This design comes from an exercise in tuning for small area on the open sky130 flow, not from production work. At most, simulation tests tie the RTL to the original design; equivalence was not proved. Only the layout flow was run in runs 3 and 4; the RTL was not checked for function there. Power and IR drop assume default switching activity.

==> flow/config.mk <==
export PLATFORM = sky130hd
export DESIGN_NAME = psram_controller
export DESIGN_NICKNAME = psram_controller
export VERILOG_FILES = /design/flow/design.v
export SDC_FILE = /design/flow/constraint.sdc
export NUM_CORES = 4
export LEC_CHECK = 0
export CAP_MARGIN = 20
export CORE_MARGIN = 2
export CORE_UTILIZATION = 40
export PLACE_DENSITY = 0.6
export SLEW_MARGIN = 20
==> flow/standard.sh <==
#!/bin/bash
# synth_recipe.tcl (not shown) runs the flow's synth.tcl, then flattens the netlist and writes it again
# the make line also repeats each setting of config.mk as NAME=value (left out here)
make -C /OpenROAD-flow-scripts/flow DESIGN_CONFIG=/design/flow/config.mk WORK_HOME=/design/flow/orfs CLKGATE_MAP_FILE= SYNTH_SCRIPT=/design/flow/synth_recipe.tcl "${@:-finish}"
==> flow/design.v <==
module psram_controller #(
    parameter PSRAM_FRE  = 200_000_000,
    parameter LATENCY    = 5,
    parameter BIT_WIDTH  = 16,
    parameter BURST_LEN  = 32,
    parameter WARP_MODE  = "Wrap",
    parameter RW_METHOD  = "Linear"
) (
    input                               ram_clk,
    input                               ram_rst,
    input                               ram_en,
    input                               rw_ctrl,
    input   [31:0]                      addr_in,
    input   [BIT_WIDTH * 2 - 1 : 0]     ram_data_in,
    output                              init_cable_complete,
    output                              ctrl_idle,
    output  reg                         psram_clk,
    output                              psram_ce,
    output                              dq_en,
    output      [BIT_WIDTH - 1 : 0]     dq_out_hi,
    output      [BIT_WIDTH - 1 : 0]     dq_out_lo,
    input       [BIT_WIDTH - 1 : 0]     dq_in_hi,
    input       [BIT_WIDTH - 1 : 0]     dq_in_lo,
    output                              dm_en,
    output      [1 : 0]                 dm_out_hi,
    output      [1 : 0]                 dm_out_lo,
    input       [1 : 0]                 dm_in_hi,
    input       [1 : 0]                 dm_in_lo,
    output  reg [BIT_WIDTH * 2 - 1 : 0] ram_data_out,
    output  reg                         ram_rd_valid,
    output                              ram_wr_valid
);
localparam [14:0] L_RST = 15'h3edb;
localparam [3:0] S_IDLE  = 4'b0000;
localparam [3:0] S_RST   = 4'b0001;
localparam [3:0] S_RW    = 4'b0011;
localparam [3:0] S_C0    = 4'b0100;
localparam [3:0] S_C1    = 4'b0101;
localparam [3:0] S_C2    = 4'b0110;
localparam [3:0] S_WAIT  = 4'b0111;
localparam [3:0] S_INITR = 4'b1100;
localparam [3:0] S_INITW = 4'b1101;
localparam [3:0] S_RD    = 4'b1110;
localparam [3:0] S_WR    = 4'b1111;
localparam [3:0] S_DONE  = 4'b1000;
reg [3:0]  st;
reg [14:0] lf;
reg        en_d, rw_d, v_d;
reg [31:0] wd;
wire idle_s  = (st == S_IDLE);
wire rst_s   = (st == S_RST);
wire rw_s    = (st == S_RW);
wire c0_s    = (st == S_C0);
wire c1_s    = (st == S_C1);
wire c2_s    = (st == S_C2);
wire cfg_s   = c0_s | c1_s | c2_s;
wire wait_s  = (st == S_WAIT);
wire initr_s = (st == S_INITR);
wire initw_s = (st == S_INITW);
wire init_s  = initr_s | initw_s;
wire wr_s    = (st == S_WR);
wire rd_s    = (st == S_RD);
wire done_s  = (st == S_DONE);
wire idle_end = idle_s & (&lf[11:0]);
wire rst_end  = rst_s & ~lf[1];
wire rw_end   = rw_s & ((lf & 15'h2c83) == 15'h0481);
wire cfg_end  = cfg_s & lf[8];
wire init_end = (initw_s & lf[5]) | (initr_s & lf[1]);
wire xfer_end = (wr_s | rd_s) & lf[14];
wire done_end = done_s & lf[3];
wire lf_clr = rw_end | cfg_end | wait_s | init_end | xfer_end | done_end |
              (rd_s & ~v_d);
wire [14:0] lf_nx = lf_clr ? 15'd0 : {lf[13:0], ~(lf[14] ^ lf[13])};
reg [3:0] st_nx;
always @(*) begin
    st_nx = st;
    case (st)
        S_IDLE:  if (idle_end) st_nx = S_RST;
        S_RST:   if (rst_end)  st_nx = S_RW;
        S_RW:    if (rw_end)   st_nx = S_C0;
        S_C0:    if (cfg_end)  st_nx = S_C1;
        S_C1:    if (cfg_end)  st_nx = S_C2;
        S_C2:    if (cfg_end)  st_nx = S_WAIT;
        S_WAIT:  if (en_d)     st_nx = rw_d ? S_INITW : S_INITR;
        S_INITR: if (init_end) st_nx = S_RD;
        S_INITW: if (init_end) st_nx = S_WR;
        S_WR:    if (xfer_end) st_nx = S_DONE;
        S_RD:    if (xfer_end) st_nx = S_DONE;
        S_DONE:  if (done_end) st_nx = S_WAIT;
        default: st_nx = S_IDLE;
    endcase
end
wire cs0 = ~lf[0];
wire cs1 = lf[0] & ~lf[1];
wire cs2 = lf[1] & ~lf[2];
wire cs3 = lf[2] & ~lf[3];
wire cfg_act = cfg_s & ~lf[3];
wire [7:0] kbyte =
    ({8{rst_s | rw_s}} & 8'hff) |
    ({8{cfg_s & cs0}} & 8'hc0) |
    ({8{c1_s & cs2}} & 8'h04) |
    ({8{c2_s & cs2}} & 8'h08) |
    ({8{c0_s & cs3}} & 8'h09) |
    ({8{c1_s & cs3}} & 8'h40) |
    ({8{c2_s & cs3}} & 8'h41) |
    ({8{init_s & cs0}} & 8'h20) |
    ({8{initw_s & cs0}} & 8'h80);
wire a1 = init_s & cs1;
wire a2 = init_s & cs2;
assign dm_en = wr_s;
assign dq_out_hi = {wd[31:24] & {8{dm_en}},
                    (wd[23:16] & {8{dm_en}}) | kbyte |
                    ({8{a1}} & addr_in[31:24]) | ({8{a2}} & addr_in[15:8])};
assign dq_out_lo = {wd[15:8] & {8{dm_en}},
                    (wd[7:0] & {8{dm_en}}) | kbyte |
                    ({8{a1}} & addr_in[23:16]) | ({8{a2}} & addr_in[7:0])};
assign ctrl_idle = ~(init_s | wr_s | rd_s | done_s);
assign init_cable_complete = wait_s | ~ctrl_idle;
assign psram_ce = ~(rst_s | cfg_act | init_s | wr_s | rd_s);
assign dq_en = (rst_s & ~lf[13]) | cfg_act | (init_s & ~lf[2]) | wr_s;
wire rd_nx = (st_nx == S_RD);
assign ram_wr_valid = (st_nx == S_WR);
wire beat = rd_nx & (dm_in_lo[0] ^ dm_in_lo[1]);
always @(posedge ram_clk or negedge ram_rst) begin
    if (!ram_rst) begin
        st <= S_IDLE;
        lf <= L_RST;
        psram_clk <= 1'b0;
        ram_rd_valid <= 1'b0;
    end else begin
        st <= st_nx;
        lf <= lf_nx;
        psram_clk <= ~psram_ce | rw_s;
        ram_rd_valid <= beat;
    end
end
always @(posedge ram_clk) begin
    en_d <= ram_en;
    rw_d <= rw_ctrl;
    v_d  <= ram_rd_valid;
    wd   <= ram_data_in;
end
always @(posedge ram_clk or negedge ram_rst) begin
    if (!ram_rst) ram_data_out <= 32'd0;
    else if (beat) ram_data_out <= {dq_in_hi, dq_in_lo};
end
assign dm_out_hi = 2'b00;
assign dm_out_lo = 2'b00;
endmodule
==> flow/constraint.sdc <==
create_clock -name core_clock -period 5.0 [get_ports {ram_clk}]
set_input_delay 1.0000 -clock core_clock [delete_from_list [all_inputs] [get_ports {ram_clk}]]
set_output_delay 1.0000 -clock core_clock [all_outputs]
set_load 0.01 [all_outputs]
==> flow/flow/run.sh <==
#!/bin/bash
set -euo pipefail
bash standard.sh \
  "BUFFER_PORTS_ARGS=-buffer_cell sky130_fd_sc_hd__buf_1" \
  "CTS_ARGS=-sink_clustering_enable -repair_clock_nets -dont_use_dummy_load -buf_list sky130_fd_sc_hd__clkbuf_16 -sink_clustering_size 100 -sink_clustering_max_diameter 1000" \
  finish > make_finish.log 2>&1
==> results of run 1 <==
-- metal layers --
layer  vias to the layer above  share of wire [%]  track usage [%]
li1                       1427                  -                -
met1                      1439                 43             24.6
met2                       127                 47             28.8
met3                         9                8.9             7.16
met4                         0                1.2             7.27
met5                         -                  0                0
-- cells in the final DEF, fill, tap and decap left out, drive strengths merged, types with 2 or more instances in the layout --
master	instances
a2111o	2
a21oi	13
a222oi	8
a22oi	6
and2	32
and4	2
buf	177
clkbuf	10
conb	4
dfrtp	42
dfstp	11
dfxtp	35
inv	9
mux2	33
nand2	32
nand2b	5
nand3	9
nand4b	2
nor2	8
nor2b	3
nor3	6
nor4b	2
o21ai	11
o22ai	2
o31ai	2
or3	3
xnor2	2
-- synth_stat cells, drive strengths merged --
cell / instances
a21o: 1
or3: 3
nor2: 8
nor2b: 3
a21oi: 13
nand3: 9
mux2i: 1
o41a: 1
o21bai: 1
conb: 1
o211ai: 1
nor3: 6
xnor2: 2
nand2: 32
dfrtp: 42
nor4: 1
dfstp: 11
a221oi: 1
clkbuf: 9
a2111o: 2
and3b: 1
and2: 32
nand2b: 5
o221ai: 1
inv: 9
buf: 12
nor3b: 1
o22ai: 2
o2bb2ai: 1
o31ai: 2
nand4b: 2
mux2: 33
and4: 2
nor4b: 2
a31oi: 1
dfxtp: 35
o21ai: 11
a222oi: 8
a22oi: 6
-- flip-flops by register name, indices dropped and copies added, names as in the netlist --
register      count
rw_d              1
psram_clk         1
v_d               1
lf               15
st                4
ram_rd_valid      1
ram_data_out     32
en_d              1
wd               32
-- cell type report --
cell class | count | area [um2] | share of cell area, %
Clock buffer | 9 | 225 | 5.01
Inverter | 9 | 33.8 | 0.751
Sequential cell | 88 | 2040 | 45.4
Tap cell | 108 | 135 | 3.01
Multi-Input combinational cell | 199 | 1370 | 30.6
Timing Repair Buffer | 178 | 688 | 15.3
-- metrics by stage --
step           setup slack (ns)  util (%)  cells
6_report                   1.29      51.8    591
3_3_place_gp               1.73      49.2    582
3_5_place_dp               1.70      49.2    582
5_1_grt                    1.00      51.8    591
2_1_floorplan              2.30         -    317
4_1_cts                    1.32      51.8    591
-- cells by family (layout without fill, tap and decap cells) --
kind of cell / after synthesis / count (layout) / share of synthesized area (%)
buf+inv: 30 / 196 / 4.73
other cells: 1 / 4 / 0.105
simple gates: 107 / 107 / 16.5
xor+xnor: 2 / 2 / 0.491
flops: 88 / 88 / 57.2
mux: 34 / 34 / 10.7
compound gates: 52 / 52 / 10.3
-- report_power, final --
group | switching (W) | internal [W]
Sequential | 0.00000347 | 0.000723
Clock | 0.000239 | 0.000317
Combinational | 0.0000211 | 0.0000200
Total | 0.000264 | 0.00106
-- worst register-to-register path, stage by stage (launching register included) --
cell                      delay (ns)
sky130_fd_sc_hd__dfrtp_1        0.72
sky130_fd_sc_hd__nor2b_1        0.43
sky130_fd_sc_hd__nand2_1        0.25
sky130_fd_sc_hd__o31ai_1        0.42
sky130_fd_sc_hd__o31ai_1        0.22
sky130_fd_sc_hd__nor4b_4        0.28
sky130_fd_sc_hd__buf_4          0.40
sky130_fd_sc_hd__mux2_2         0.40
-- worst paths after layout --
| check | start | to | slack (ns) |
|---|---|---|---|
| setup / recovery | st[0] | ram_wr_valid | 1.29 |
| hold / removal | ram_rd_valid | v_d | 0.39 |
| setup reg to reg | st[0] | ram_data_out[18] | 1.78 |
| hold reg to reg | ram_rd_valid | v_d | 0.39 |
| max in group asynchronous | ram_rst | st[1] | 3.79 |
| min in group asynchronous | ram_rst | ram_data_out[10] | 0.77 |
==> summary.txt, run 1 <==
Routing:
- In this run, the number of DRC markers left after iteration 0 of detailed routing was 142.
- The final layout contains routed wiring with a total length of 9.20 mm.
- Summing over every cut layer, the via total after detailed routing is 3002.
- In the final routed layout, each cell accounts on average for 15.6 um.
- The number of remaining DRC errors is 0.
- The number of vias per cell after detailed routing is 5.08.
- The first detailed-routing pass ran for 5 iterations.
- The number of routed nets with antenna violations is 0.

Setup path:
- The cell class contributing the biggest share of worst-path delay is simple AND/OR/NAND/NOR gates.
- In this design, the critical path's most frequently occurring cell is sky130_fd_sc_hd__nor2b_1.
- The worst setup path is captured at a primary output.
- At the worst endpoint, the required time is 4.00 ns.
- The worst register-to-register path has a depth of 7.
- The critical path depth is 6.
- Walking the worst path, the cells encountered are nor2b_1 > nand2_1 > o31ai_1 > a2111o_1 > nor2b_1 > buf_1.
- The maximum fanout along the worst path is 18.
- The largest single stage delay on the critical path is 0.72 ns.
- By startpoint and endpoint, the worst setup path is classified as flip-flop to primary output.
- The count of buffering cells on the critical path with inverters included is 1.
- The data arrival time at the worst-slack endpoint is 2.71 ns.
- The worst setup path is launched from a flip-flop.
- The standard cell with the maximum stage delay on the critical path is sky130_fd_sc_hd__dfrtp_1.

Clock network:
- The tree is rooted in a sky130_fd_sc_hd__clkbuf_16.
- Clock-pin slew was measured on the worst setup and hold paths at 0.06 ns.
- The number of buffers between clock root and the deepest sink is 2.
- For the worst-skew pair, the clock arrives at the later sink with an insertion delay of 0.33 ns.
- TritonCTS built the clock tree.
- The number of setup buffers added after CTS is 0.
- The number of instances resized during post-cts repair is 0.
- Counting the buffers created by CTS gives 9.
- The number of hold buffers added after CTS is 0.
- The H-tree was split into 3 levels.
- The clock net in this run drives a total of 88 sinks.

Die:
- The overall die area is 9690 um2.
- 180 I/O pins were placed.
- The starting density of the core is 41.1%.
- Measured along the x axis, the die boundary spans 98.4 um.
- The cell row count is 34.
- The die is 98.4 um tall.
- The core region is 8680 um2.

Layout:
- The post-route netlist has 12.2% of its cells at a drive strength greater than 1.
- The final net count is 589.
- The repair_antennas step left the layout with diodes totalling 0.
- The area added between synthesis and finish is 26.1%.
- The post-route cell area is 4500 um2.
- The fill cell instance count of the final layout is 854.

Pwr:
- Summing internal, switching and leakage power gives 0.00132 W.
- The power per unit of standard cell area is 294 nW/um2.
- VDD sags by at most 0.000142 V.
- The static leakage power is 1.85 nW.

Place:
- The placed instance area is 4270 um2.
- The final weighted congestion of routability-driven global placement is 0.901.
- The port buffer count is 173.
- Detailed placement finished with a half-perimeter wire length of 6.65 mm.

Run status:
- The run finished with no timing, DRC or antenna violations.

Yosys:
- Yosys mapped the design onto 44 distinct sky130hd cell types.
- The share of synthesized area in the top cell type comes to 29.5%.
- After synthesis, the mean cell area works out to 11.4 um2.
- Yosys attributes the largest share of cell area to sky130_fd_sc_hd__dfrtp_1 (29%), sky130_fd_sc_hd__dfxtp_1 (20%), sky130_fd_sc_hd__mux2_2 (9.2%).
- Sequential cells were found to cover 57.2% of the synthesized design area.
- After synthesis the cells add up to 3570 um2.
- For this run, the number of Yosys warnings is 1.
- The post-synthesis instance total is 314.
- In this run, synthesis produced a sequential element count of 88.
- The cell taking the most area after synthesis is sky130_fd_sc_hd__dfrtp_1.

STA:
- The setup clock skew after layout is 0.0177 ns.
- The number of pins exceeding their max-slew limit in the final report is 0.
- For the pin with the worst max-slew slack, the measured transition is 0.840 ns.
- After layout, the worst path uses 74.3% of the clock period.
- Summed over all failing endpoints, the final setup total negative slack is 0 ns.
- The relative max-transition margin is 44.0%.
- Setup violations remaining at the end of the flow were counted as 0.
- The maximum clock rate is 269 MHz.
- The hold violation total from the final report is 0.
- The final critical path time including I/O delays and setup is 3.71 ns.
- Setup repair after global routing left no endpoint under its margin.
- The final hold slack is 0.394 ns.

Flow run:
- Across the run, the number of max-cap violations was 0.

Hold path:
- The worst hold path depth is 0.
- The path category of the worst min-delay check is flip-flop to flip-flop.

GRT:
- The number of global-route vias before repair was 3025.
- The pin count of the biggest net entering global routing is 54.
- The total global routing overflow is 0.
- Global routing used 18.9% of the available tracks across all layers.
- The number of antenna violations at the first check in global routing was 0.
- The first-pass GRT wire length is 14.6 mm.
==> run 2, diff against run 1 <==
==> flow/flow/run.sh (replaced) <==
#!/bin/bash
# Standard ORFS layout, with the I/O port buffers made from buf_1 cells and a
# clock tree built from smaller buffers without dummy loads.
set -euo pipefail
bash standard.sh \
  "BUFFER_PORTS_ARGS=-buffer_cell sky130_fd_sc_hd__buf_1" \
  "CTS_ARGS=-sink_clustering_enable -repair_clock_nets -dont_use_dummy_load -buf_list sky130_fd_sc_hd__clkbuf_8 -sink_clustering_size 30 -sink_clustering_max_diameter 60" \
  finish > make_finish.log 2>&1
==> run 2 against run 1 <==
Effect of this change:
- critical path type unchanged
- critical endpoint unchanged
- still clean
- largest power group unchanged
- non-clock buffer count is the same
- wire length shrank 1.6%
- critical path depth is the same
==> summary.txt, run 2 <==
STA:
- The sum of negative setup slack came to 0 ns (unchanged).
- The maximum clock rate is 268 MHz (-0.41%).
- The number of setup violations in the final report is 0 (unchanged).
- The hold violation total from the final report is 0 (unchanged).
- The setup clock skew after layout was 0.0259 ns (+0.00818 ns).
- Setup repair after global routing left no endpoint under its margin.
- The worst-margin pin slew is 0.777 ns (-0.0635 ns).
- The final setup slack of the worst path is 1.27 ns (-0.0154 ns).
- The final critical path time including I/O delays and setup is 3.73 ns (+0.0154 ns).
- The relative max-transition margin is 48.2% (+4.2 points).
- The number of pins exceeding their max-slew limit in the final report is 0 (unchanged).
- The final worst-path cycle share came to 74.6% (+0.31 points).

Die:
- The chip width is 98.4 um (unchanged).
- The starting density of the core is 41.1% (unchanged).
- The cell row count came to 34 (unchanged).
- The die height is 98.4 um (unchanged).
- The total core area came to 8680 um2 (unchanged).
- The overall die area is 9690 um2 (unchanged).
- The number of top-level pins was 180 (unchanged).

Place:
- The sum of net half-perimeters after detailed placement is 6.65 mm (unchanged).
- The port buffer count is 173 (unchanged).
- The final weighted congestion of routability-driven global placement was 0.901 (unchanged).
- The minimum setup slack after placement is 1.70 ns (unchanged).
- The cell total after placement is 582 (unchanged).

Setup path:
- STA classifies the critical path startpoint as a flip-flop.
- The required time of the critical path is 4.00 ns (about the same).
- The most critical setup path has its startpoint at st[0].
- The largest stage delay on the critical path is 0.73 ns (about the same).
- The worst setup path is of the flip-flop to primary output kind.
- The setup slack on the worst flop-to-flop path came to 1.76 ns (-0.02 ns).
- The data arrival time at the worst-slack endpoint is 2.73 ns (+0.02 ns).
- STA classifies the critical path endpoint as a primary output.
- The startpoint identified for the worst register-to-register timing path is st[0].
- The worst-case reg-to-reg path depth is 7 (unchanged).
- The most critical setup path has its endpoint at ram_wr_valid.
- The slowest stage of the critical path is the sky130_fd_sc_hd__dfrtp_1 cell.
- The critical path depth is 6 (unchanged).
- Among cell families on the critical path, the largest total delay comes from simple AND/OR/NAND/NOR gates.
- Traced cell by cell, the critical path runs through nor2b_1 > nand2_1 > o31ai_1 > a2111o_1 > nor2b_1 > buf_1.
- Counting stages on the worst path, the most repeated cell is sky130_fd_sc_hd__nor2b_1.
- The count of buffering cells on the critical path with inverters included is 1 (unchanged).
- The worst register-to-register path ends at ram_data_out[21].
- The maximum fanout along the worst path is 18 (unchanged).

Pwr:
- The power per unit of standard cell area came to 260 nW/um2 (-12%).
- The peak supply drop is 0.000192 V (+35%).
- The static leakage power is 1.81 nW (-2.5%).
- The overall power is 0.00114 W (-14%).

Clock network:
- The later-pin clock latency in the skew report is 0.34 ns (about the same).
- The number of hold buffers added after CTS is 0 (unchanged).
- The clock root buffer is sky130_fd_sc_hd__clkbuf_8.
- The clock buffer count from CTS is 9 (unchanged).
- The TritonCTS sink count is 88 (unchanged).
- TritonCTS built the clock tree.
- The number of setup buffers added after CTS was 0 (unchanged).
- The CTS clock-pin slew for the worst setup and hold paths came to 0.09 ns (+0.03 ns).
- The number of instances resized during post-cts repair came to 0 (unchanged).
- The number of buffers between clock root and the deepest sink is 2 (unchanged).
- The CTS H-tree depth is 3 (unchanged).

Layout:
- The most frequent standard cell in the layout excluding fill and tap cells is sky130_fd_sc_hd__buf_1.
- The number of diodes added for antenna fixing is 0 (unchanged).
- Leaving out fill and tap cells, the most frequent cells in the layout are sky130_fd_sc_hd__buf_1 (172), sky130_fd_sc_hd__dfrtp_1 (42), sky130_fd_sc_hd__dfxtp_1 (35), sky130_fd_sc_hd__nand2_1 (32), sky130_fd_sc_hd__and2_1 (31).
- The area added between synthesis and finish is 23.2%.
- The number of cells in the finished layout apart from fillers is 591 (unchanged).
- The ratio of cells with drive above 1 in the final layout is 12.2% (unchanged).
- The final net count is 589 (unchanged).
- The largest registers in the layout are ram_data_out x32, wd x32, lf x15.

Yosys:
- After synthesis, the cell types taking the most area are sky130_fd_sc_hd__dfrtp_1 (29%), sky130_fd_sc_hd__dfxtp_1 (20%), sky130_fd_sc_hd__mux2_2 (9.2%).
- The proportion of synthesized flip-flops having asynchronous set or reset came to 60.2% (unchanged).
- The number of library cell types mapped by synthesis is 44 (unchanged).
- The share of the synthesized area in the top cell type is 29.5% (unchanged).
- The post-synthesis instance total is 314 (unchanged).
- The sequential-to-total area share from yosys stat is 57.2% (unchanged).
- The dominant synthesized flop cell is sky130_fd_sc_hd__dfrtp_1.
- Summed over all instances, the cell type with the most area after synthesis is sky130_fd_sc_hd__dfrtp_1.
- The number of warning messages in the yosys log is 1 (unchanged).
- The synthesized area per cell is 11.4 um2 (unchanged).
- The number of enable flip-flop cells after synthesis is 0 (unchanged).
- The commonest cells after synthesis are sky130_fd_sc_hd__dfrtp_1 (42), sky130_fd_sc_hd__dfxtp_1 (35), sky130_fd_sc_hd__nand2_1 (32).
- The cell with the most instances after synthesis is sky130_fd_sc_hd__dfrtp_1.
- The post-synth design cell area was 3570 um2 (unchanged).
- The flip-flop and latch count after synthesis came to 88 (unchanged).

Routing:
- The number of vias per cell after detailed routing came to 5.02 (-1.2%).
- The number of design-rule violations left by the first detailed-router iteration came to 155 (+9.2%).
- The length of the first detailed-routing pass in iterations is 7 (+2).
- The routed wire length per instance is 15.3 um (-1.6%).
- The overall routed net length is 9.05 mm (-1.6%).
- The number of remaining DRC errors is 0 (unchanged).
- The total via count in the routed design came to 2967 (-1.2%).
- The number of routed nets with antenna violations is 0 (unchanged).

Hold path:
- The path category of the worst min-delay check is flip-flop to flip-flop.
- The startpoint of the lowest-slack hold path is ram_rd_valid.

GRT:
- The total global routing overflow is 0 (unchanged).
- The combined global-route utilization of all metal layers is 18.5% (-0.34 points).
- The pin count of the biggest net entering global routing is 54 (unchanged).
- The number of antenna violations at the first check in global routing is 0 (unchanged).
- The number of global-route vias before repair is 2979 (-1.5%).
- The first-pass GRT wire length came to 14.4 mm (-1.0%).

Run status:
- The flow ran to the end and the layout has no timing, DRC or antenna violations.

Flow run:
- The max-capacitance violation count came to 0 (unchanged).
-- run 2: cell counts after synthesis --
No cell type changed its count.
-- run 2: metal layers --
metal	vias up	routed length (um)	GRT usage, %	part of all wire (%)
li1	1425	-	-	-
met1	1411	3810	24.4	42
met2	129	4340	28.6	48
met3	2	864	8.01	9.5
met4	0	39	4.32	0.43
met5	-	0	0	0
-- run 2: layout make-up --
cell class	instances	area [um2]
Clock buffer	9	124
Fill cell	867	4280
Inverter	9	33.8
Multi-Input combinational cell	199	1370
Sequential cell	88	2040
Tap cell	108	135
Timing Repair Buffer	178	688
-- run 2: cells by family (layout without fill, tap and decap cells) --
group | Yosys count | count (layout) | share of synthesized area, %
AOI/OAI and AO/OA | 52 | 52 | 10.3
xor gates and xnor gates | 2 | 2 | 0.491
buffers and inverters | 30 | 196 | 4.73
DFF | 88 | 88 | 57.2
muxes | 34 | 34 | 10.7
other | 1 | 4 | 0.105
and+or+nand+nor | 107 | 107 | 16.5
-- run 2: how the worst min path moves through the flow --
stage / endpoint / slack [ns] / cells after the start
global route: v_d / 0.43 / 0
global placement: v_d / 0.35 / 0
CTS: v_d / 0.42 / 0
finish: v_d / 0.41 / 0
floorplan: v_d / 0.41 / 0
detailed placement: v_d / 0.37 / 0
-- run 2: per-stage QoR --
step	area, um2	hold WS, ns	util [%]
6_report	4400	0.411	50.6
2_1_floorplan	3580	0.410	-
3_3_place_gp	4270	0.351	49.2
3_5_place_dp	4270	0.368	49.2
5_1_grt	4400	0.432	50.6
4_1_cts	4400	0.415	50.6
-- run 2: power breakdown --
| group | internal, W | switching, W |
|---|---|---|
| combinational | 0.0000200 | 0.0000211 |
| sequential | 0.000722 | 0.00000350 |
| clock | 0.000162 | 0.000215 |
| total | 0.000904 | 0.000240 |
==> run 3, diff against run 2 <==
--- a/flow/design.v
+++ b/flow/design.v
@@ -37,15 +37,17 @@
 localparam [3:0] S_C0    = 4'b0100;
 localparam [3:0] S_C1    = 4'b0101;
 localparam [3:0] S_C2    = 4'b0110;
-localparam [3:0] S_WAIT  = 4'b0111;
-localparam [3:0] S_INITR = 4'b1100;
-localparam [3:0] S_INITW = 4'b1101;
-localparam [3:0] S_RD    = 4'b1110;
-localparam [3:0] S_WR    = 4'b1111;
-localparam [3:0] S_DONE  = 4'b1000;
+localparam [3:0] S_WAIT  = 4'b1000;
+localparam [3:0] S_W2IR  = 4'b1010;
+localparam [3:0] S_W2IW  = 4'b1011;
+localparam [3:0] S_INITR = 4'b1110;
+localparam [3:0] S_INITW = 4'b1111;
+localparam [3:0] S_RD    = 4'b1100;
+localparam [3:0] S_WR    = 4'b1101;
+localparam [3:0] S_DONE  = 4'b1001;
 reg [3:0]  st;
 reg [14:0] lf;
-reg        en_d, rw_d, v_d;
+reg        v_d;
 reg [31:0] wd;
 wire idle_s  = (st == S_IDLE);
 wire rst_s   = (st == S_RST);
@@ -55,6 +57,8 @@
 wire c2_s    = (st == S_C2);
 wire cfg_s   = c0_s | c1_s | c2_s;
 wire wait_s  = (st == S_WAIT);
+wire w2ir_s  = (st == S_W2IR);
+wire w2iw_s  = (st == S_W2IW);
 wire initr_s = (st == S_INITR);
 wire initw_s = (st == S_INITW);
 wire init_s  = initr_s | initw_s;
@@ -68,7 +72,7 @@
 wire init_end = (initw_s & lf[5]) | (initr_s & lf[1]);
 wire xfer_end = (wr_s | rd_s) & lf[14];
 wire done_end = done_s & lf[3];
-wire lf_clr = rw_end | cfg_end | wait_s | init_end | xfer_end | done_end |
+wire lf_clr = rw_end | cfg_end | wait_s | w2ir_s | w2iw_s | init_end | xfer_end | done_end |
               (rd_s & ~v_d);
 wire [14:0] lf_nx = lf_clr ? 15'd0 : {lf[13:0], ~(lf[14] ^ lf[13])};
 reg [3:0] st_nx;
@@ -81,7 +85,9 @@
         S_C0:    if (cfg_end)  st_nx = S_C1;
         S_C1:    if (cfg_end)  st_nx = S_C2;
         S_C2:    if (cfg_end)  st_nx = S_WAIT;
-        S_WAIT:  if (en_d)     st_nx = rw_d ? S_INITW : S_INITR;
+        S_WAIT:  if (ram_en)   st_nx = rw_ctrl ? S_W2IW : S_W2IR;
+        S_W2IR:  st_nx = S_INITR;
+        S_W2IW:  st_nx = S_INITW;
         S_INITR: if (init_end) st_nx = S_RD;
         S_INITW: if (init_end) st_nx = S_WR;
         S_WR:    if (xfer_end) st_nx = S_DONE;
@@ -115,7 +121,7 @@
                     (wd[7:0] & {8{dm_en}}) | kbyte |
                     ({8{a1}} & addr_in[23:16]) | ({8{a2}} & addr_in[7:0])};
 assign ctrl_idle = ~(init_s | wr_s | rd_s | done_s);
-assign init_cable_complete = wait_s | ~ctrl_idle;
+assign init_cable_complete = wait_s | w2ir_s | w2iw_s | ~ctrl_idle;
 assign psram_ce = ~(rst_s | cfg_act | init_s | wr_s | rd_s);
 assign dq_en = (rst_s & ~lf[13]) | cfg_act | (init_s & ~lf[2]) | wr_s;
 wire rd_nx = (st_nx == S_RD);
@@ -135,8 +141,6 @@
     end
 end
 always @(posedge ram_clk) begin
-    en_d <= ram_en;
-    rw_d <= rw_ctrl;
     v_d  <= ram_rd_valid;
     wd   <= ram_data_in;
 end
==> flow/flow/run.sh (replaced) <==
#!/bin/bash
# Standard ORFS layout, with the I/O port buffers made from buf_1 cells, a
# clock tree built from clkbuf_8 cells without dummy loads, and non-critical
# gates downsized after global routing.
set -euo pipefail
bash standard.sh \
  "BUFFER_PORTS_ARGS=-buffer_cell sky130_fd_sc_hd__buf_1" \
  "CTS_ARGS=-sink_clustering_enable -repair_clock_nets -dont_use_dummy_load -buf_list sky130_fd_sc_hd__clkbuf_8" \
  "RECOVER_POWER=100" \
  finish > make_finish.log 2>&1
--- a/flow/config.mk
+++ b/flow/config.mk
@@ -7,6 +7,6 @@
 export LEC_CHECK = 0
 export CAP_MARGIN = 20
 export CORE_MARGIN = 2
-export CORE_UTILIZATION = 40
-export PLACE_DENSITY = 0.6
+export CORE_UTILIZATION = 70
+export PLACE_DENSITY = 0.8
 export SLEW_MARGIN = 20
==> run 3 against run 2 <==
Effect of this change:
- hold slack worse by 0.026 ns
- sequential share of layout area rose by 0.29 points
- non-clock buffer count decreased by 1
- the layout now fails its checks (capacitance limit, slew limit)
- critical endpoint is now dq_out_lo[7]
- critical path type unchanged
==> summary.txt, run 3 <==
STA:
- The relative max-transition margin is -83.5% (-130 points).
- The number of pins exceeding their max-slew limit in the final report was 88 (+88).
- The hold violation total from the final report was 0 (unchanged).
- The final worst-path cycle share is 81.3% (+6.7 points).
- The sum of negative setup slack is 0 ns (unchanged).
- Setup repair after global routing left no endpoint under its margin.
- The worst-margin pin slew is 2.75 ns (+1.98 ns).
- The final critical path time including I/O delays and setup is 4.06 ns (+0.335 ns).
- The setup clock skew after layout is 0.0299 ns (+0.00401 ns).
- The number of setup violations in the final report was 0 (unchanged).
- The maximum clock rate was 246 MHz (-8.3%).

Setup path:
- The kind of start point of the critical path is a flip-flop.
- The count of buffering cells on the critical path with inverters included is 2 (+1).
- The required time of the critical path is 4.00 ns (about the same).
- The maximum fanout along the worst path is 31 (+13).
- The data arrival time at the worst-slack endpoint is 3.06 ns (+0.33 ns).
- The signal on the critical path passes through nand2_1 > nor2_1 > clkbuf_1 > a222oi_1 > nand2b_1 > buf_1.
- The kind of critical path is flip-flop to primary output.
- The critical path capture point type is a primary output.
- The largest stage delay on the critical path is 0.89 ns (+0.16 ns).
- The standard cell with the maximum stage delay on the critical path is sky130_fd_sc_hd__dfrtp_1.
- Broken down by cell family, the worst path's largest delay share belongs to buffers and inverters.

Pwr:
- The net switching fraction of the power is 21.3% (+0.29 points).
- The static leakage power is 1.74 nW (-3.7%).
- The share of total power in combinational logic was 3.7% (about the same).
- The peak supply drop is 0.000289 V (+51%).
- The overall power came to 0.00112 W (-1.7%).
- The internal power was 0.000885 W (-2.0%).
- The sequential share of power is 63.2% (-0.2 points).
- The clock network fraction of design power came to 33.1% (about the same).
- The total net switching power is 0.000239 W (-0.30%).
- The power per unit of standard cell area was 263 nW/um2 (+0.92%).

Clock network:
- The TritonCTS sink count came to 86 (-2.3%).
- The number of setup buffers added after CTS was 0 (unchanged).
- The number of hold buffers added after CTS is 0 (unchanged).
- The later-pin clock latency in the skew report is 0.35 ns (about the same).
- Clock tree synthesis selected as its root buffer the cell sky130_fd_sc_hd__clkbuf_8.
- The number of instances resized during post-cts repair is 0 (unchanged).
- The CTS clock-pin slew for the worst setup and hold paths is 0.07 ns (-0.02 ns).
- The clock buffer count from CTS came to 9 (unchanged).
- The CTS tree is built.
- The number of buffers between clock root and the deepest sink is 2 (unchanged).
- The CTS H-tree depth was 3 (unchanged).

Yosys:
- The number of enable flip-flop cells after synthesis is 0 (unchanged).
- The main combinational cell family by area after synthesis is simple AND/OR/NAND/NOR gates.
- The post-synth design cell area is 3540 um2 (-0.67%).
- The adder-cell area share of the yosys netlist came to 0% (unchanged).
- The sequential-to-total area share from yosys stat is 56.5% (-0.75 points).
- The fraction of the mapped netlist area in simple logic gates is 17.8% (+1.3 points).
- Yosys instantiated no cell more often than sky130_fd_sc_hd__dfrtp_1.
- The number of warning messages in the yosys log came to 1 (unchanged).
- In the post-synthesis netlist, the biggest area contributors are sky130_fd_sc_hd__dfrtp_1 (30%), sky130_fd_sc_hd__dfxtp_1 (19%), sky130_fd_sc_hd__mux2_2 (8.6%).
- The post-synthesis mux area share is 10.8% (+0.072 points).
- The post-synthesis instance total came to 314 (unchanged).
- The share of the synthesized area in the top cell type is 29.7% (+0.20 points).
- The flip-flop and latch count after synthesis came to 86 (-2.3%).
- The synthesized area per cell came to 11.3 um2 (-0.67%).
- The number of library cell types mapped by synthesis is 46 (+4.5%).
- The biggest area contributor in the post-synthesis netlist is sky130_fd_sc_hd__dfrtp_1.
- The proportion of synthesized flip-flops having asynchronous set or reset is 61.6% (+1.4 points).
- The dominant synthesized flop cell is sky130_fd_sc_hd__dfrtp_1.
- The share of the synthesized area in compound gates (AO/OA/AOI/OAI) is 10.4% (+0.10 points).
- Ranked by instance count, the synthesized netlist is headed by sky130_fd_sc_hd__dfrtp_1 (42), sky130_fd_sc_hd__dfxtp_1 (33), sky130_fd_sc_hd__and2_1 (31).
- The area share of xor/xnor cells in the synthesized design was 0.494% (+0.0033 points).

Place:
- The sum of net half-perimeters after detailed placement came to 7.21 mm (+8.5%).
- The placed instance area is 4190 um2 (-2.0%).
- The cell total after placement was 537 (-7.7%).
- The final weighted congestion of routability-driven global placement was 0.846 (-6.1%).
- The port buffer count is 173 (unchanged).

Layout:
- The post-route cell area is 4280 um2 (-2.6%).
- The number of cells in the finished layout apart from fillers is 546 (-7.6%).
- The final net count is 585 (-0.68%).
- The ratio of cells with drive above 1 in the final layout is 10.2% (-2.0 points).
- Leaving out fill and tap cells, the most frequent cells in the layout are sky130_fd_sc_hd__buf_1 (172), sky130_fd_sc_hd__dfrtp_1 (42), sky130_fd_sc_hd__dfxtp_1 (33), sky130_fd_sc_hd__and2_0 (30), sky130_fd_sc_hd__mux2_2 (24).
- The library cell used most frequently in the layout, excluding fill and tap cells, is sky130_fd_sc_hd__buf_1.
- The largest registers in the layout are ram_data_out x32, wd x32, lf x15.
- From synthesis to final layout, the design area changed by 20.9%.
- The fill cell instance count of the final layout is 229 (-74%).
- The number of diodes added for antenna fixing came to 0 (unchanged).

Die:
- The die height is 75.1 um (-24%).
- The starting density of the core came to 73.6% (+32 points).
- The total core area is 4820 um2 (-44%).
- The overall die area is 5650 um2 (-42%).
- The cell row count is 25 (-26%).
- The chip width was 75.1 um (-24%).
- The number of top-level pins is 180 (unchanged).

GRT:
- The number of global-route vias before repair came to 3239 (+8.7%).
- The number of antenna violations at the first check in global routing came to 0 (unchanged).
- The total global routing overflow is 0 (unchanged).
- The combined global-route utilization of all metal layers is 40.3% (+22 points).
- The pin count of the biggest net entering global routing is 54 (unchanged).
- The first-pass GRT wire length is 16.2 mm (+12%).

Run status:
- In this run the layout check failures are capacitance limit, slew limit.
- The flow ran to the end, but the layout failed its checks.

Routing:
- The routed wire length per instance is 20.9 um (+36%).
- The number of design-rule violations left by the first detailed-router iteration is 384 (+150%).
- The number of vias per cell after detailed routing came to 6.11 (+22%).
- The total via count in the routed design came to 3337 (+12%).
- The overall routed net length is 11.4 mm (+26%).
- The number of remaining DRC errors was 0 (unchanged).
- The length of the first detailed-routing pass in iterations is 6 (-1).
- The number of routed nets with antenna violations is 0 (unchanged).

Hold path:
- The path category of the worst min-delay check is flip-flop to flip-flop.

Flow run:
- The max-capacitance violation count came to 2 (+2).
==> run 3: cell families after synthesis <==
kind of cell | count (synthesis)
simple gates | 110
mux | 34
flops | 86
buf+inv | 26
compound gates | 55
other cells | 1
xor+xnor | 2
==> run 3: cell type report <==
| type | instances | area (um2) | area share, % |
|---|---|---|---|
| timing repair buffer | 177 | 669 | 15.6 |
| inverter | 2 | 7.51 | 0.175 |
| sequential | 86 | 2000 | 46.7 |
| tap | 67 | 83.8 | 1.96 |
| multi-input combinational | 205 | 1400 | 32.6 |
| clock buffer | 9 | 124 | 2.89 |
==> run 3: worst paths after layout <==
check | startpoint | to | slack [ns] | cells past startpoint
worst max-delay path | st[2] | dq_out_lo[7] | 0.94 | 6
min in group asynchronous | ram_rst | ram_data_out[23] | 1.63 | 2
worst min register to register | ram_rd_valid | v_d | 0.38 | 0
max in group asynchronous | ram_rst | lf[14] | 1.80 | 2
worst max register to register | st[2] | ram_data_out[27] | 1.04 | 7
worst min-delay path | ram_rd_valid | v_d | 0.38 | 0
==> run 3: power by group through the flow <==
stage / logic, W / registers [W] / clock network [W]
after floorplan: 0.00000469 / 0.000721 / 0
after global placement: 0.0000369 / 0.000722 / 0
after detailed placement: 0.0000396 / 0.000723 / 0
after CTS: 0.0000418 / 0.000710 / 0.000373
after global routing: 0.0000462 / 0.000710 / 0.000399
final: 0.0000418 / 0.000710 / 0.000372
==> run 3: metrics by stage <==
| stage | setup WS [ns] | utilization (%) | hold slack, ns |
|---|---|---|---|
| after floorplan | 2.27 | - | 0.410 |
| after global placement | 1.62 | 86.9 | 0.351 |
| after detailed placement | 1.55 | 86.9 | 0.374 |
| after CTS | 1.17 | 89.5 | 0.389 |
| after global routing | 0.657 | 88.9 | 0.396 |
| final | 0.935 | 88.9 | 0.385 |
==> run 3: worst reg2reg max path, stage by stage, from the launching register on <==
cell and delay (ns):
sky130_fd_sc_hd__dfrtp_1 0.89, sky130_fd_sc_hd__nor2_1 0.30, sky130_fd_sc_hd__nand2_1 0.24, sky130_fd_sc_hd__a31o_2 0.18, sky130_fd_sc_hd__nand4_1 0.15, sky130_fd_sc_hd__nor4b_1 0.30, sky130_fd_sc_hd__clkbuf_1 1.33, sky130_fd_sc_hd__mux2_1 0.47
==> run 3: per-layer routing <==
layer	GRT usage (%)	wire length (um)	up-vias	share of wire, %
met2	67.3	5900	252	52
met3	11.9	994	60	8.7
met5	0	0	-	0
met1	43.5	3820	1594	34
met4	29.0	672	0	5.9
li1	-	-	1431	-
==> run 4, diff against run 3 <==
--- a/flow/config.mk
+++ b/flow/config.mk
@@ -7,6 +7,6 @@
 export LEC_CHECK = 0
 export CAP_MARGIN = 20
 export CORE_MARGIN = 2
-export CORE_UTILIZATION = 70
-export PLACE_DENSITY = 0.8
+export CORE_UTILIZATION = 40
+export PLACE_DENSITY = 0.6
 export SLEW_MARGIN = 20
==> run 4 against run 3 <==
Effect of this change:
- the layout still fails its checks (capacitance limit, slew limit)
- total power fell by 0.35%
- register-to-register slack gained 0.78 ns
- synthesized area unchanged
- critical path type unchanged
==> summary.txt, run 4 <==
Routing:
- The overall routed net length is 9.03 mm (-21%).
- The number of vias per cell after detailed routing is 5.07 (-17%).
- The number of design-rule violations left by the first detailed-router iteration was 177 (-54%).
- The total via count in the routed design is 2989 (-10%).
- The number of remaining DRC errors was 0 (unchanged).
- The number of routed nets with antenna violations is 0 (unchanged).
- The routed wire length per instance is 15.3 um (-27%).
- The length of the first detailed-routing pass in iterations came to 5 (-1).

Flow run:
- The max-capacitance violation count is 1 (-1).

Layout:
- The end-of-flow core utilization is 50.4% (-39 points).
- In the final layout, the registers with the most flip-flops are ram_data_out x32, wd x32, lf x15.
- The final net count is 587 (+0.34%).
- The number of cells in the finished layout apart from fillers is 589 (+7.9%).
- The most frequent standard cell in the layout excluding fill and tap cells is sky130_fd_sc_hd__buf_1.
- The fill cell instance count of the final layout is 831 (+260%).
- The ratio of cells with drive above 1 in the final layout is 11.4% (+1.2 points).
- The area growth from synthesis to layout is 22.8%.
- The top cell types in the final layout, fill and taps aside, are sky130_fd_sc_hd__buf_1 (172), sky130_fd_sc_hd__dfrtp_1 (42), sky130_fd_sc_hd__dfxtp_1 (33), sky130_fd_sc_hd__mux2_2 (27), sky130_fd_sc_hd__and2_0 (23).
- The number of diodes added for antenna fixing is 0 (unchanged).

Die:
- The starting density of the core is 41.0% (-33 points).
- The die height is 98.1 um (+31%).
- The number of top-level pins is 180 (unchanged).
- The cell row count is 34 (+36%).
- The total core area is 8640 um2 (+79%).
- The chip width is 98.1 um (+31%).
- The overall die area is 9630 um2 (+70%).

Pwr:
- The peak supply drop came to 0.000163 V (-44%).
- The static leakage power is 1.76 nW (+1.1%).
- The power per unit of standard cell area came to 257 nW/um2 (-2.0%).
- The overall power was 0.00112 W (-0.35%).

GRT:
- The combined global-route utilization of all metal layers came to 18.7% (-22 points).
- The number of global-route vias before repair is 2975 (-8.2%).
- The number of antenna violations at the first check in global routing came to 0 (unchanged).
- The first-pass GRT wire length is 14.4 mm (-11%).
- The pin count of the biggest net entering global routing is 54 (unchanged).
- The total global routing overflow is 0 (unchanged).

Yosys:
- The biggest area contributor in the post-synthesis netlist is sky130_fd_sc_hd__dfrtp_1.
- The share of the synthesized area in the top cell type is 29.7% (unchanged).
- The flip-flop and latch count after synthesis is 86 (unchanged).
- Counting instances in the post-synthesis netlist gives the leading cell types as sky130_fd_sc_hd__dfrtp_1 (42), sky130_fd_sc_hd__dfxtp_1 (33), sky130_fd_sc_hd__and2_1 (31).
- By area the synthesized netlist is led by sky130_fd_sc_hd__dfrtp_1 (30%), sky130_fd_sc_hd__dfxtp_1 (19%), sky130_fd_sc_hd__mux2_2 (8.6%).
- The sequential-to-total area share from yosys stat was 56.5% (unchanged).
- The post-synth design cell area is 3540 um2 (unchanged).
- The proportion of synthesized flip-flops having asynchronous set or reset is 61.6% (unchanged).
- The number of library cell types mapped by synthesis is 46 (unchanged).
- The synthesized area per cell was 11.3 um2 (unchanged).
- The post-synthesis instance total came to 314 (unchanged).
- The dominant synthesized flop cell is sky130_fd_sc_hd__dfrtp_1.
- The number of warning messages in the yosys log is 1 (unchanged).
- The cell with the most instances after synthesis is sky130_fd_sc_hd__dfrtp_1.
- The number of enable flip-flop cells after synthesis is 0 (unchanged).

Setup path:
- The data arrival time at the worst-slack endpoint is 2.88 ns (-0.18 ns).
- The kind of start point of the critical path is a flip-flop.
- The critical path capture point type is a primary output.
- The maximum fanout along the worst path came to 24 (-23%).
- The worst setup path is of the flip-flop to primary output kind.
- The setup slack on the worst flop-to-flop path is 1.82 ns (+0.78 ns).
- The critical path goes through nand3_1 > nor2_1 > a22oi_1 > o21ai_0 > buf_1.
- The required time of the critical path is 4.00 ns (about the same).
- The largest stage delay on the critical path was 0.92 ns (+0.03 ns).
- The standard cell with the maximum stage delay on the critical path is sky130_fd_sc_hd__nor2_1.

Clock network:
- The CTS clock-pin slew for the worst setup and hold paths was 0.08 ns (about the same).
- The clock root buffer is sky130_fd_sc_hd__clkbuf_8.
- The number of hold buffers added after CTS is 0 (unchanged).
- The TritonCTS sink count is 86 (unchanged).
- The number of setup buffers added after CTS is 0 (unchanged).
- The CTS H-tree depth is 3 (unchanged).
- The number of instances resized during post-cts repair is 0 (unchanged).
- The later-pin clock latency in the skew report is 0.34 ns (about the same).
- TritonCTS built the clock tree.
- The clock buffer count from CTS came to 9 (unchanged).
- The number of buffers between clock root and the deepest sink came to 2 (unchanged).

STA:
- The worst-margin pin slew is 2.70 ns (-0.0512 ns).
- The hold violation total from the final report was 0 (unchanged).
- The final critical path time including I/O delays and setup is 3.88 ns (-0.185 ns).
- Setup repair after global routing left no endpoint under its margin.
- The sum of negative setup slack came to 0 ns (unchanged).
- The maximum clock rate is 258 MHz (+4.8%).
- The final setup slack of the worst path was 1.12 ns (+0.185 ns).
- The relative max-transition margin is -80.1% (+3.4 points).
- The number of setup violations in the final report is 0 (unchanged).
- The number of pins exceeding their max-slew limit in the final report is 54 (-39%).
- The final worst-path cycle share came to 77.6% (-3.7 points).
- The setup clock skew after layout is 0.0156 ns (-0.0143 ns).

Place:
- The minimum setup slack after placement is 1.51 ns (-0.0430 ns).
- The final weighted congestion of routability-driven global placement was 0.814 (-3.8%).
- The port buffer count is 173 (unchanged).
- The cell total after placement is 580 (+8.0%).
- The sum of net half-perimeters after detailed placement is 6.56 mm (-9.1%).

Run status:
- The run finished, with violations left.
- The checks that failed: capacitance limit, slew limit.

Hold path:
- The path class of the tightest hold or removal check is flip-flop to flip-flop.
-- run 4: final timing paths --
kind                            cells past startpoint               end         start
worst max-delay path                                5      dq_out_hi[1]         st[1]
max in group asynchronous                           2  ram_data_out[25]       ram_rst
min in group asynchronous                           2  ram_data_out[13]       ram_rst
worst min-delay path                                0               v_d  ram_rd_valid
worst max register to register                      8  ram_data_out[25]         st[3]
worst min register to register                      0               v_d  ram_rd_valid
-- run 4: power by group --
group          switching [W]  total (W)  internal [W]  leakage, nW
registers         0.00000311   0.000708      0.000705        0.946
logic              0.0000196  0.0000381     0.0000185        0.747
clock network       0.000213   0.000374      0.000161       0.0647
-- run 4: routing by layer --
metal	vias to the layer above	track usage, %	wire [um]
li1	1435	-	-
met1	1432	24.7	3910
met2	114	29.2	4330
met3	8	5.37	690
met4	0	7.05	93
met5	-	0	0
-- run 4: layout make-up --
class / count / area [um2] / area share, %
tap: 108 / 135 / 3.10
timing repair buffer: 179 / 688 / 15.8
inverter: 2 / 7.51 / 0.172
clock buffer: 9 / 124 / 2.85
multi-input combinational: 205 / 1400 / 32.1
sequential: 86 / 2000 / 46.0
-- run 4: logic make-up after synthesis --
group / count (synthesis) / synth area share [%]
simple gates: 110 / 17.8
flops: 86 / 56.5
compound gates: 55 / 10.4
mux: 34 / 10.8
buf+inv: 26 / 3.99
xor+xnor: 2 / 0.494
other cells: 1 / 0.106
-- run 4: critical path: cells and delay by family, from the launching register on --
family / cells / cell delay [ns]
DFF: 1 / 0.81
buffers and inverters: 1 / 0.17
AOI/OAI and AO/OA: 2 / 0.38
and+or+nand+nor: 2 / 1.18
-- run 4: through the flow --
step | hold WS [ns] | cell area [um2]
after global placement | 0.358 | 4250
after floorplan | 0.410 | 3550
after global routing | 0.411 | 4350
after detailed placement | 0.364 | 4250
final | 0.393 | 4350
after CTS | 0.392 | 4380
==> run 5, diff against run 4 <==
--- a/flow/design.v
+++ b/flow/design.v
@@ -31,6 +31,7 @@
     output                              ram_wr_valid
 );
 localparam [14:0] L_RST = 15'h3edb;
+localparam [14:0] L_INV = 15'h2aaa;
 localparam [3:0] S_IDLE  = 4'b0000;
 localparam [3:0] S_RST   = 4'b0001;
 localparam [3:0] S_RW    = 4'b0011;
@@ -46,7 +47,8 @@
 localparam [3:0] S_WR    = 4'b1101;
 localparam [3:0] S_DONE  = 4'b1001;
 reg [3:0]  st;
-reg [14:0] lf;
+reg [14:0] lq;
+wire [14:0] lf = lq ^ L_INV;
 reg        v_d;
 reg [31:0] wd;
 wire idle_s  = (st == S_IDLE);
@@ -130,12 +132,12 @@
 always @(posedge ram_clk or negedge ram_rst) begin
     if (!ram_rst) begin
         st <= S_IDLE;
-        lf <= L_RST;
+        lq <= L_RST ^ L_INV;
         psram_clk <= 1'b0;
         ram_rd_valid <= 1'b0;
     end else begin
         st <= st_nx;
-        lf <= lf_nx;
+        lq <= lf_nx ^ L_INV;
         psram_clk <= ~psram_ce | rw_s;
         ram_rd_valid <= beat;
     end
==> flow/flow/run.sh (replaced) <==
#!/bin/bash
# Layout flow: the standard ORFS flow (standard.sh) with three changes.
#  1. Synthesis is the standard one, except that ABC maps the logic with the
#     area-only script in flow/abc_area.script (no timing-driven buffering or
#     upsizing). It runs from a copy of the ORFS scripts folder that differs
#     only in that file.
#  2. The I/O port buffers are buf_1 cells.
#  3. The clock tree is built from clkbuf_8 cells, without dummy loads.
# Each make run writes its full output to a log file in this folder; the
# tools' own logs are under orfs/logs/.
set -euo pipefail
here=$(pwd)
rm -rf "$here/orfs_scripts"
cp -r "$FLOW_HOME/scripts" "$here/orfs_scripts"
cp "$here/flow/abc_area.script" "$here/orfs_scripts/abc_area.script"
bash standard.sh "SCRIPTS_DIR=$here/orfs_scripts" ABC_AREA=1 synth > make_synth.log 2>&1
bash standard.sh \
  "BUFFER_PORTS_ARGS=-buffer_cell sky130_fd_sc_hd__buf_1" \
  "CTS_ARGS=-sink_clustering_enable -repair_clock_nets -dont_use_dummy_load -buf_list sky130_fd_sc_hd__clkbuf_8" \
  finish > make_finish.log 2>&1
==> flow/flow/abc_area.script (new file) <==
strash
dc2
dc2
dc2
dch -f
amap
topo
--- a/flow/config.mk
+++ b/flow/config.mk
@@ -7,6 +7,6 @@
 export LEC_CHECK = 0
 export CAP_MARGIN = 20
 export CORE_MARGIN = 2
-export CORE_UTILIZATION = 40
-export PLACE_DENSITY = 0.6
+export CORE_UTILIZATION = 70
+export PLACE_DENSITY = 0.8
 export SLEW_MARGIN = 20
==> run 5 against run 4 <==
Effect of this change:
- now clean on timing, DRC and antenna
- sequential share of layout area grew 3.2 points
- clock power is essentially flat
- via count grew 16%
- hold slack lost 0.024 ns
- largest cell class unchanged
- largest power group unchanged
- highest routed layer unchanged
==> summary.txt, run 5 <==
Run status:
- The flow ran to the end and the layout has no timing, DRC or antenna violations.

Routing:
- The routed wire length per instance is 22.8 um (+49%).
- The length of the first detailed-routing pass in iterations is 5 (unchanged).
- The total via count in the routed design is 3476 (+16%).
- The number of remaining DRC errors was 0 (unchanged).
- The overall routed net length is 11.9 mm (+32%).
- The number of routed nets with antenna violations was 0 (unchanged).
- The number of design-rule violations left by the first detailed-router iteration is 482 (+170%).
- The number of vias per cell after detailed routing is 6.65 (+31%).

Layout:
- The number of diodes added for antenna fixing came to 0 (unchanged).
- The library cells used most frequently in the layout, excluding fill and tap cells, are sky130_fd_sc_hd__buf_1 (172), sky130_fd_sc_hd__dfrtp_1 (47), sky130_fd_sc_hd__dfxtp_1 (33), sky130_fd_sc_hd__a22o_1 (32), sky130_fd_sc_hd__nand2_1 (29).
- The largest registers in the layout are ram_data_out x32, wd x32, lq x15.
- The fill cell instance count of the final layout is 160 (-81%).
- The post-route cell area is 4050 um2 (-6.9%).
- The ratio of cells with drive above 1 in the final layout is 4.46% (-7.0 points).
- The number of cells in the finished layout apart from fillers is 523 (-11%).
- The area added between synthesis and finish is 27.2%.
- The final net count was 577 (-1.7%).
- The most frequent standard cell in the layout excluding fill and tap cells is sky130_fd_sc_hd__buf_1.

Yosys:
- The proportion of synthesized flip-flops having asynchronous set or reset is 61.6% (unchanged).
- The sequential-to-total area share from yosys stat is 62.6% (+6.1 points).
- The cell taking the most area after synthesis is sky130_fd_sc_hd__dfrtp_1.
- By area, the combinational part of the netlist is dominated by compound AO/OA/AOI/OAI gates.
- The fraction of the mapped netlist area in simple logic gates is 13.9% (-3.8 points).
- The share of the synthesized area in the top cell type is 36.9% (+7.2 points).
- Among all cell types in the netlist, the one instantiated most often is sky130_fd_sc_hd__dfrtp_1.
- The post-synthesis mux area share is 0% (-11 points).
- The adder-cell area share of the yosys netlist is 0% (unchanged).
- The commonest cells after synthesis are sky130_fd_sc_hd__dfrtp_1 (47), sky130_fd_sc_hd__dfxtp_1 (33), sky130_fd_sc_hd__a22o_1 (32).
- The number of library cell types mapped by synthesis is 37 (-20%).
- The flip-flop and latch count after synthesis was 86 (unchanged).
- The number of warning messages in the yosys log was 1 (unchanged).
- The area share of xor/xnor cells in the synthesized design is 0% (-0.49 points).
- The post-synth design cell area was 3190 um2 (-10%).
- Sorting the synthesized cells by area gives the leading types as sky130_fd_sc_hd__dfrtp_1 (37%), sky130_fd_sc_hd__dfxtp_1 (21%), sky130_fd_sc_hd__a22o_1 (8.8%).
- The synthesized area per cell was 11.1 um2 (-1.6%).
- The dominant synthesized flop cell is sky130_fd_sc_hd__dfrtp_1.
- The share of the synthesized area in compound gates (AO/OA/AOI/OAI) is 20.1% (+9.7 points).
- The number of enable flip-flop cells after synthesis came to 0 (unchanged).
- The post-synthesis instance total came to 287 (-8.6%).

STA:
- The setup clock skew after layout is 0.0232 ns (+0.00762 ns).
- The hold violation total from the final report is 0 (unchanged).
- The maximum clock rate is 238 MHz (-7.7%).
- The relative max-transition margin is 31.1% (+110 points).
- Setup repair after global routing left no endpoint under its margin.
- The number of setup violations in the final report was 0 (unchanged).
- The number of pins exceeding their max-slew limit in the final report was 0 (-100%).
- The sum of negative setup slack is 0 ns (unchanged).
- The worst-margin pin slew is 1.03 ns (-1.67 ns).
- The final critical path time including I/O delays and setup is 4.20 ns (+0.322 ns).
- The final hold slack is 0.369 ns (-0.0242 ns).
- The final worst-path cycle share is 84.0% (+6.4 points).

Place:
- The cell total after placement is 514 (-11%).
- The port buffer count came to 173 (unchanged).
- The placed instance area was 3930 um2 (-7.6%).
- The final weighted congestion of routability-driven global placement is 0.921 (+13%).
- The sum of net half-perimeters after detailed placement is 7.31 mm (+11%).

Clock network:
- The number of hold buffers added after CTS came to 0 (unchanged).
- The CTS clock-pin slew for the worst setup and hold paths was 0.07 ns (about the same).
- The CTS H-tree depth is 3 (unchanged).
- The number of instances resized during post-cts repair came to 0 (unchanged).
- The TritonCTS sink count is 86 (unchanged).
- The later-pin clock latency in the skew report came to 0.36 ns (+0.02 ns).
- The tree is rooted in a sky130_fd_sc_hd__clkbuf_8.
- The number of setup buffers added after CTS is 0 (unchanged).
- The clock buffer count from CTS is 9 (unchanged).
- The CTS tree is built.
- The number of buffers between clock root and the deepest sink is 2 (unchanged).

Pwr:
- The power per unit of standard cell area is 279 nW/um2 (+8.3%).
- The total net switching power is 0.000243 W (+3.2%).
- The peak supply drop was 0.000220 V (+35%).
- The sequential share of power is 62.8% (-0.4 points).
- The static leakage power is 1.66 nW (-5.8%).
- The overall power came to 0.00113 W (+0.85%).
- The internal power came to 0.000887 W (+0.24%).
- The clock network fraction of design power is 33.1% (-0.3 points).
- The net switching fraction of the power is 21.5% (+0.48 points).
- The share of total power in combinational logic was 4.1% (+0.7 points).

Die:
- The cell row count was 24 (-29%).
- The starting density of the core is 72.7% (+32 points).
- The chip width is 71.5 um (-27%).
- The overall die area is 5110 um2 (-47%).
- The total core area is 4380 um2 (-49%).
- The number of top-level pins is 180 (unchanged).
- The die height was 71.5 um (-27%).

GRT:
- The number of antenna violations at the first check in global routing is 0 (unchanged).
- The pin count of the biggest net entering global routing is 54 (unchanged).
- The combined global-route utilization of all metal layers came to 47.7% (+29 points).
- The first-pass GRT wire length is 18.2 mm (+27%).
- The number of global-route vias before repair is 3498 (+18%).
- The total global routing overflow is 0 (unchanged).

Setup path:
- The critical path capture point type is a primary output.
- The worst-case reg-to-reg path depth was 12 (+4).
- STA classifies the critical path startpoint as a flip-flop.
- Walking the worst path, the cells encountered are clkinv_1 > nor2_1 > clkinv_1 > nor2_1 > a21oi_1 > or4b_1 > nand3b_1 > nor2b_1 > buf_1.
- The largest stage delay on the critical path is 0.59 ns (-0.33 ns).
- Tracing the worst setup path back leads to its startpoint at st[0].
- The standard cell with the maximum stage delay on the critical path is sky130_fd_sc_hd__nor2_1.
- The data arrival time at the worst-slack endpoint is 3.20 ns (+0.32 ns).
- In this run the critical register-to-register path is launched from st[3].
- The required time of the critical path was 4.00 ns (about the same).
- The kind of critical path is flip-flop to primary output.
- The maximum fanout along the worst path is 9 (-63%).

Hold path:
- The worst hold path depth is 0 (unchanged).
- The startpoint of the lowest-slack hold path is ram_rd_valid.
- The worst hold path belongs to the class flip-flop to flip-flop.

Flow run:
- The max-capacitance violation count is 0 (-1).
==> run 5: stage by stage <==
step	util, %	setup slack, ns
finish	92.5	0.798
global route	92.5	0.655
CTS	92.5	0.953
detailed placement	89.6	1.45
global placement	89.6	1.50
floorplan	-	0.781
==> run 5: worst max-delay path: cells and delay by family, from the launching register on <==
| family | cells | cell delay (ns) |
|---|---|---|
| buf+inv | 3 | 0.78 |
| compound gates | 1 | 0.14 |
| simple gates | 5 | 1.40 |
| flops | 1 | 0.55 |
==> run 5: layer usage <==
metal	up-vias	routed length [um]	GRT usage (%)
met4	0	905	29.4
met2	383	5910	80.0
met5	-	0	0
li1	1397	-	-
met3	104	1270	12.1
met1	1592	3840	54.9
==> run 5: cell type report <==
class | instances | area [um2] | share of cell area [%]
tap | 52 | 65.1 | 1.60
inverter | 19 | 71.3 | 1.76
sequential | 86 | 1990 | 49.2
clock buffer | 9 | 124 | 3.06
timing repair buffer | 177 | 681 | 16.8
multi-input combinational | 180 | 1120 | 27.6
==> run 5: logic make-up (layout without fill, tap and decap cells) <==
kind of cell | Yosys count | in the layout
AO/OA/AOI/OAI | 85 | 85
buffers and inverters | 24 | 205
flip-flops | 86 | 86
other | 1 | 4
AND/OR/NAND/NOR | 91 | 91
==> run 5: final timing paths <==
kind	endpoint	slack [ns]
setup reg to reg	ram_data_out[2]	1.10
max in group asynchronous	ram_data_out[0]	3.80
min in group asynchronous	lq[13]	0.76
hold reg to reg	v_d	0.37
hold / removal	v_d	0.37
setup / recovery	ram_wr_valid	0.80
==> run 5: power groups by stage <==
| stage | combinational (W) | sequential, W | clock [W] |
|---|---|---|---|
| 2_1_floorplan | 0.00000685 | 0.000721 | 0 |
| 3_3_place_gp | 0.0000406 | 0.000722 | 0 |
| 3_5_place_dp | 0.0000435 | 0.000723 | 0 |
| 4_1_cts | 0.0000455 | 0.000710 | 0.000374 |
| 5_1_grt | 0.0000498 | 0.000710 | 0.000399 |
| 6_report | 0.0000464 | 0.000710 | 0.000374 |
==> run 6, diff against run 5 <==
--- a/flow/config.mk
+++ b/flow/config.mk
@@ -7,6 +7,6 @@
 export LEC_CHECK = 0
 export CAP_MARGIN = 20
 export CORE_MARGIN = 2
-export CORE_UTILIZATION = 70
-export PLACE_DENSITY = 0.8
+export CORE_UTILIZATION = 40
+export PLACE_DENSITY = 0.6
 export SLEW_MARGIN = 20
==> run 6 against run 5 <==
Effect of this change:
- still clean on timing, DRC and antenna
- via count down 17%
- global-route usage down 29 points
- clock power down 2%
- critical path depth down 2
- total power down 1.1%
- clock skew down 0.0017 ns
- utilization down 39 points
- count of clock-buffer cells in the layout unchanged
- sequential power about the same
- synthesized area unchanged
- critical endpoint is now dq_out_hi[4]
==> summary.txt, run 6 <==
Routing:
- The length of the first detailed-routing pass in iterations is 4 (-1).
- The number of design-rule violations left by the first detailed-router iteration is 151 (-69%).
- The routed wire length per instance was 14.1 um (-38%).
- The number of routed nets with antenna violations came to 0 (unchanged).
- The number of remaining DRC errors is 0 (unchanged).
- The overall routed net length was 8.07 mm (-32%).
- The number of vias per cell after detailed routing came to 5.06 (-24%).

Pwr:
- The sequential share of power was 63.4% (+0.6 points).
- The peak supply drop was 0.000139 V (-37%).
- The overall power was 0.00112 W (-1.1%).
- The total net switching power is 0.000230 W (-5.2%).
- The power per unit of standard cell area is 272 nW/um2 (-2.5%).
- The clock network fraction of design power was 32.9% (-0.2 points).
- The internal power came to 0.000887 W (about the same).
- The static leakage power was 1.65 nW (-0.25%).
- The share of total power in combinational logic is 3.7% (-0.4 points).

Yosys:
- The sequential-to-total area share from yosys stat is 62.6% (unchanged).
- The post-synthesis instance total is 287 (unchanged).
- In the post-synthesis netlist, the biggest area contributors are sky130_fd_sc_hd__dfrtp_1 (37%), sky130_fd_sc_hd__dfxtp_1 (21%), sky130_fd_sc_hd__a22o_1 (8.8%).
- The cell with the most instances after synthesis is sky130_fd_sc_hd__dfrtp_1.
- The flip-flop and latch count after synthesis came to 86 (unchanged).
- Ranked by instance count, the synthesized netlist is headed by sky130_fd_sc_hd__dfrtp_1 (47), sky130_fd_sc_hd__dfxtp_1 (33), sky130_fd_sc_hd__a22o_1 (32).
- The share of the synthesized area in the top cell type is 36.9% (unchanged).
- The cell taking the most area after synthesis is sky130_fd_sc_hd__dfrtp_1.
- The synthesized area per cell is 11.1 um2 (unchanged).
- The number of warning messages in the yosys log is 1 (unchanged).
- The number of enable flip-flop cells after synthesis was 0 (unchanged).
- The proportion of synthesized flip-flops having asynchronous set or reset is 61.6% (unchanged).
- The post-synth design cell area is 3190 um2 (unchanged).
- The number of library cell types mapped by synthesis is 37 (unchanged).

Clock network:
- The clock root buffer is sky130_fd_sc_hd__clkbuf_8.
- The later-pin clock latency in the skew report is 0.34 ns (-0.02 ns).
- The CTS clock-pin slew for the worst setup and hold paths came to 0.07 ns (about the same).
- The number of setup buffers added after CTS is 0 (unchanged).
- The number of hold buffers added after CTS is 0 (unchanged).
- The number of buffers between clock root and the deepest sink is 2 (unchanged).
- The CTS H-tree depth came to 3 (unchanged).

Layout:
- The ratio of cells with drive above 1 in the final layout is 4.26% (-0.20 points).
- The number of diodes added for antenna fixing was 0 (unchanged).
- The area added between synthesis and finish is 28.9%.
- The top cell types in the final layout, fill and taps aside, are sky130_fd_sc_hd__buf_1 (172), sky130_fd_sc_hd__dfrtp_1 (47), sky130_fd_sc_hd__dfxtp_1 (33), sky130_fd_sc_hd__a22o_1 (32), sky130_fd_sc_hd__nand2_1 (29).
- The most frequent standard cell in the layout excluding fill and tap cells is sky130_fd_sc_hd__buf_1.
- The final net count came to 576 (-0.17%).

Die:
- The chip width is 93.3 um (+30%).
- The number of top-level pins came to 180 (unchanged).
- The starting density of the core is 41.3% (-31 points).
- The die height came to 93.3 um (+30%).
- The cell row count is 32 (+33%).

STA:
- The final hold slack is 0.385 ns (+0.0161 ns).
- The sum of negative setup slack is 0 ns (unchanged).
- The final setup slack of the worst path is 0.985 ns (+0.186 ns).
- Setup repair after global routing left no endpoint under its margin.
- The number of setup violations in the final report came to 0 (unchanged).
- The maximum clock rate is 249 MHz (+4.6%).
- The worst-margin pin slew is 1.04 ns (+0.0172 ns).

Place:
- The minimum setup slack after placement is 1.26 ns (-0.184 ns).
- The port buffer count is 173 (unchanged).
- The sum of net half-perimeters after detailed placement is 5.87 mm (-20%).

Setup path:
- The data arrival time at the worst-slack endpoint came to 3.02 ns (-0.18 ns).
- The kind of critical path is flip-flop to primary output.
- The setup slack on the worst flop-to-flop path is 1.26 ns (+0.16 ns).
- The maximum fanout along the worst path is 15 (+6).

GRT:
- The pin count of the biggest net entering global routing is 54 (unchanged).
- The combined global-route utilization of all metal layers came to 18.9% (-29 points).
- The number of antenna violations at the first check in global routing is 0 (unchanged).
- The number of global-route vias before repair was 2750 (-21%).
- The total global routing overflow is 0 (unchanged).
- The first-pass GRT wire length is 12.8 mm (-30%).

Run status:
- The run finished with no timing, DRC or antenna violations.

Flow run:
- The max-capacitance violation count is 0 (unchanged).

Hold path:
- The path category of the worst min-delay check is flip-flop to flip-flop.
==> run 6: cells by family after synthesis <==
| group | count (synthesis) | synth area share (%) |
|---|---|---|
| simple gates | 91 | 13.9 |
| flops | 86 | 62.6 |
| compound gates | 85 | 20.1 |
| other cells | 1 | 0.118 |
| buf+inv | 24 | 3.30 |
==> run 6: worst paths after layout <==
path | start | depth (start not counted) | end
max | st[1] | 7 | dq_out_hi[4]
min | ram_rd_valid | 0 | v_d
max reg2reg | st[0] | 9 | ram_data_out[8]
min reg2reg | ram_rd_valid | 0 | v_d
max in group asynchronous | ram_rst | 2 | psram_clk
min in group asynchronous | ram_rst | 2 | ram_data_out[18]
==> run 6: layer usage <==
layer	part of all wire [%]	GRT usage, %	up-vias
li1	-	-	1396
met1	43	24.2	1382
met2	50	31.4	110
met3	6.2	3.71	7
met4	1.2	7.72	0
met5	0	0	-
==> run 6: final cells by class <==
type / instances / area (um2)
multi-input combinational: 180 / 1120
inverter: 19 / 71.3
sequential: 86 / 1990
clock buffer: 9 / 124
fill: 754 / 3620
timing repair buffer: 176 / 673
tap: 102 / 128
==> run 6: metrics by stage <==
| step | area, um2 | utilization [%] | std cells |
|---|---|---|---|
| final | 4110 | 53.2 | 572 |
| after global routing | 4110 | 53.2 | 572 |
| after CTS | 4110 | 53.2 | 572 |
| after detailed placement | 3990 | 51.6 | 563 |
| after global placement | 3990 | 51.6 | 563 |
| after floorplan | 3220 | - | 290 |
==> run 6: critical path, cell delays in order (launching register included) <==
cell and delay, ns:
sky130_fd_sc_hd__dfrtp_1 0.52, sky130_fd_sc_hd__clkinv_1 0.23, sky130_fd_sc_hd__nor2_1 0.32, sky130_fd_sc_hd__clkinv_1 0.19
sky130_fd_sc_hd__nor2_1 0.83, sky130_fd_sc_hd__clkinv_1 0.21, sky130_fd_sc_hd__o21ai_0 0.21, sky130_fd_sc_hd__buf_1 0.17
==> run 6: power by group through the flow <==
stage	clock [W]	combinational, W	sequential [W]
5_1_grt	0.000415	0.0000470	0.000709
3_5_place_dp	0	0.0000423	0.000722
2_1_floorplan	0	0.00000685	0.000721
6_report	0.000368	0.0000414	0.000708
3_3_place_gp	0	0.0000407	0.000722
4_1_cts	0.000387	0.0000425	0.000708

Check on run 6: ideal ports give 0.985 ns setup slack; a clkbuf_16 on the clock port and buf_2 on the inputs give 0.953 ns; moving port delays by the midpoint clock arrival (0.362 ns) as well gives 1.264 ns.
